This is an optimization exercise on Yosys and OpenROAD, whose aim is small area, not a production implementation.
Where RTL was checked, it was by simulation tests only, not by an equivalence proof against the original.
The clock port is modelled as an ideal driver; clocking choices that lean on that would not hold on a real chip.

==> run a: inputs <==
## swerv_mul
module swerv_mul
  (
   input  logic        clk,
   input  logic        rst_l,        
   input  logic        valid,        
   input  logic        rs1_sign,     
   input  logic        rs2_sign,     
   input  logic        low,          
   input  logic [31:0] a,
   input  logic [31:0] b,
   input  logic        freeze,       
   output logic [31:0] out
   );
Settings: LEC_CHECK=0, CAP_MARGIN=20, CORE_MARGIN=2, CORE_UTILIZATION=40, SLEW_MARGIN=20, SYNTH_HIERARCHICAL=1, SYNTH_MINIMUM_KEEP_SIZE=0; clock period 8.0 ns.
standard.sh (not shown) runs the stock make flow with config.mk's settings and CLKGATE_MAP_FILE= SYNTH_SCRIPT=/design/flow/synth_recipe.tcl, a recipe that flattens the netlist after the stock synthesis.
==> flow/flow/run.sh <==
#!/bin/bash
# Standard ORFS layout, except that the port buffers are the smallest buffer
# cell instead of the default delay buffer.
set -euo pipefail
bash standard.sh "BUFFER_PORTS_ARGS=-buffer_cell sky130_fd_sc_hd__buf_1" finish > standard_flow.log 2>&1
==> inputs of run b, as changes to run a <==
--- a/flow/design.v
+++ b/flow/design.v
@@ -4312,13 +4312,13 @@
    wire [63:0] fx = {s1057, s1055, s1051, c1042, s1041, s1035, c1020, c1010, c1000, s999, s987, c962, c948, c932, c916, c898, c880, s879, s859, c818, c796, c772, c748, c722, c696, c668, c640, c610, c578, c546, c514, c482, c452, c422, c394, c366, c340, c314, c290, c266, c244, c222, c202, c182, c164, c146, c130, c114, c100, c86, c74, c62, c52, c42, c34, c26, c20, c14, c10, s9, s5, s3, pp0_1, neg0};
    wire [63:0] fy = {c1056, c1052, c1048, s1047, c1036, c1028, s1027, s1019, s1009, c988, c976, s975, s961, s947, s931, s915, s897, c860, c840, s839, s817, s795, s771, s747, s721, s695, s667, s639, s609, s577, s545, s513, s481, s451, s421, s393, s365, s339, s313, s289, s265, s243, s221, s201, s181, s163, s145, s129, s113, s99, s85, s73, s61, s51, s41, s33, s25, s19, s13, c6, 1'b0, 1'b0, 1'b0, pp0_0};
    wire [64:0] rc;
    assign rc[0] = 1'b0;
    mul_fa rfa0 (.x(fx[0]), .y(fy[0]), .z(rc[0]), .s(P[0]), .c(rc[1]));
-   mul_fa rfa1 (.x(fx[1]), .y(fy[1]), .z(rc[1]), .s(P[1]), .c(rc[2]));
-   mul_fa rfa2 (.x(fx[2]), .y(fy[2]), .z(rc[2]), .s(P[2]), .c(rc[3]));
-   mul_fa rfa3 (.x(fx[3]), .y(fy[3]), .z(rc[3]), .s(P[3]), .c(rc[4]));
+   mul_ha rha1 (.x(fx[1]), .y(rc[1]), .s(P[1]), .c(rc[2]));
+   mul_ha rha2 (.x(fx[2]), .y(rc[2]), .s(P[2]), .c(rc[3]));
+   mul_ha rha3 (.x(fx[3]), .y(rc[3]), .s(P[3]), .c(rc[4]));
    mul_fa rfa4 (.x(fx[4]), .y(fy[4]), .z(rc[4]), .s(P[4]), .c(rc[5]));
    mul_fa rfa5 (.x(fx[5]), .y(fy[5]), .z(rc[5]), .s(P[5]), .c(rc[6]));
    wire [63:0] pg = fx & fy;
    wire [63:0] pp = fx ^ fy;
    assign G1058 = pg[7] | (pp[7] & pg[6]);
==> flow/flow/run.sh (replaced) <==
#!/bin/bash
# Standard ORFS layout with three changes: the port buffers are the smallest
# buffer cell, CTS uses clkbuf_8 and no dummy loads, and after CTS the
# resizer's power recovery downsizes cells that have setup slack to spare.
set -euo pipefail
here=$(pwd)
bash standard.sh \
  "BUFFER_PORTS_ARGS=-buffer_cell sky130_fd_sc_hd__buf_1" \
  "CTS_ARGS=-sink_clustering_enable -repair_clock_nets -buf_list sky130_fd_sc_hd__clkbuf_8 -dont_use_dummy_load" \
  "POST_CTS_TCL=$here/flow/post_cts.tcl" \
  finish > standard_flow.log 2>&1
==> flow/flow/post_cts.tcl (new file) <==
# Downsize cells on paths with setup slack to spare, then re-legalize.
estimate_parasitics -placement
repair_timing -recover_power 100 -setup_margin 0.1 -verbose
detailed_placement
check_placement -verbose
CORE_UTILIZATION = 70   (was 40)
PLACE_DENSITY = 0.85   (was not set)
==> inputs of run c, as changes to run a <==
CORE_UTILIZATION = 60   (was 40)
==> metrics.md <==
| Metric | Value |
|---|---|
| Run status | `timing/DRC/antenna clean` |
| Vias/cell | `about 6.2` |
| CTS Root Cell | `clkbuf_16` |
| Crit-path max FO | `8` |
| Fraction of area in multi-input gates | `between 70% and 80%` |
| Post-synthesis simple-gate area fraction | `under 10%` |
| Buffer share of cell area | `approximately 5.3%` |
| Critical Path RT | `between 8 and 9 ns` |
| Crit share post-route | `roughly 97%` |
| First-pass detailed-route iteration total | `7` |
-- figures above: run a

==> metrics.md <==
| Metric | Value |
|---|---|
| Run status | `timing/DRC/antenna clean` |
| Critical Path RT | `8.28 ns` |
| Crit share post-route | `just under 100%` |
| Buffer share of cell area | `~5.4%` |
-- figures above: run b

==> metrics.md <==
| Metric | Value |
|---|---|
| First-pass detailed-route iteration total | `6` |
| Vias/cell | `6.82` |
| CTS Root Cell | `clkbuf_16` |
| Critical Path RT | `roughly 8.2 ns` |
| Fraction of area in multi-input gates | `around three quarters` |
| Post-synthesis simple-gate area fraction | `under 10%` |
| Buffer share of cell area | `roughly 5.3%` |
| Run status | `timing/DRC/antenna clean` |
-- figures above: run c

No functional check of the RTL was part of run a and run c.

==> v4 <==
RTL: one of the versions met above, not the one the previous note started from.
clock: 8.0 ns
lec_check: 0
cap_margin: 20
core_margin: 2
core_utilization: 60
cts_buf_list: sky130_fd_sc_hd__clkbuf_8
slew_margin: 20
synth_hierarchical: 1
synth_minimum_keep_size: 0
==> flow/flow/run.sh <==
#!/bin/bash
# Standard ORFS layout, except that the port buffers are the smallest buffer
# cell instead of the default delay buffer.
set -euo pipefail
bash standard.sh "BUFFER_PORTS_ARGS=-buffer_cell sky130_fd_sc_hd__buf_1" finish > standard_flow.log 2>&1
==> v33 (differences from v4) <==
--- a/flow/config.mk
+++ b/flow/config.mk
@@ -8,7 +8,6 @@
 export CAP_MARGIN = 20
 export CORE_MARGIN = 2
 export CORE_UTILIZATION = 60
-export CTS_BUF_LIST = sky130_fd_sc_hd__clkbuf_8
 export SLEW_MARGIN = 20
 export SYNTH_HIERARCHICAL = 1
 export SYNTH_MINIMUM_KEEP_SIZE = 0
==> v2 (differences from v4) <==
--- a/flow/config.mk
+++ b/flow/config.mk
@@ -7,8 +7,10 @@
 export LEC_CHECK = 0
 export CAP_MARGIN = 20
 export CORE_MARGIN = 2
-export CORE_UTILIZATION = 60
+export CORE_UTILIZATION = 70
 export CTS_BUF_LIST = sky130_fd_sc_hd__clkbuf_8
+export CTS_CLUSTER_DIAMETER = 100
+export CTS_CLUSTER_SIZE = 30
 export SLEW_MARGIN = 20
 export SYNTH_HIERARCHICAL = 1
 export SYNTH_MINIMUM_KEEP_SIZE = 0
==> summary of the runs <==
v2 produced a clean layout. v33 went through all stages and came out clean. v4 went through all stages and came out clean.
Between v4 and v33, the lower critical path depth is in v33 (gap 1).
Against v2, the sequential share of layout area of v33 is lower by 0.25 points.
Non-clock buffer count, lowest first: v2, v33, v4.

==> what the ideal ports hide <==
The results above use ideal ports. As a check the final layouts listed here were re-extracted and re-timed, cells and wires unchanged.
Step 1 (the two cells are an assumption about what drives the block):
set clk [get_ports {clk}]
set_driving_cell -lib_cell sky130_fd_sc_hd__clkbuf_16 $clk
set_driving_cell -lib_cell sky130_fd_sc_hd__buf_2 [delete_from_list [all_inputs] $clk]
Step 2 moves the port delays by t, midway between the first and last clock arrival at a register: inputs arrive t later, outputs are due t later. That takes back most of the time a late clock gives input paths.
Three values: ideal, step 1, step 2; two values: the first two.
| run | t, ns | setup WS [ns] | cell pins on the clock port's net |
|---|---|---|---|
| run a | 0.548 | 0.269 / 0.269 / 0.269 | 1 |
| run b | 0.549 | 0.225 / 0.225 / 0.225 | 1 |
| run c | 0.544 | 0.323 / 0.323 / 0.323 | 1 |
| v4 | 0.592 | 0.211 / 0.211 / 0.211 | 1 |
| v33 | 0.526 | 0.253 / 0.253 / 0.253 | 1 |
| v2 | 0.556 | 0.165 / 0.165 / 0.165 | 1 |
After both steps every run listed still meets setup and hold.
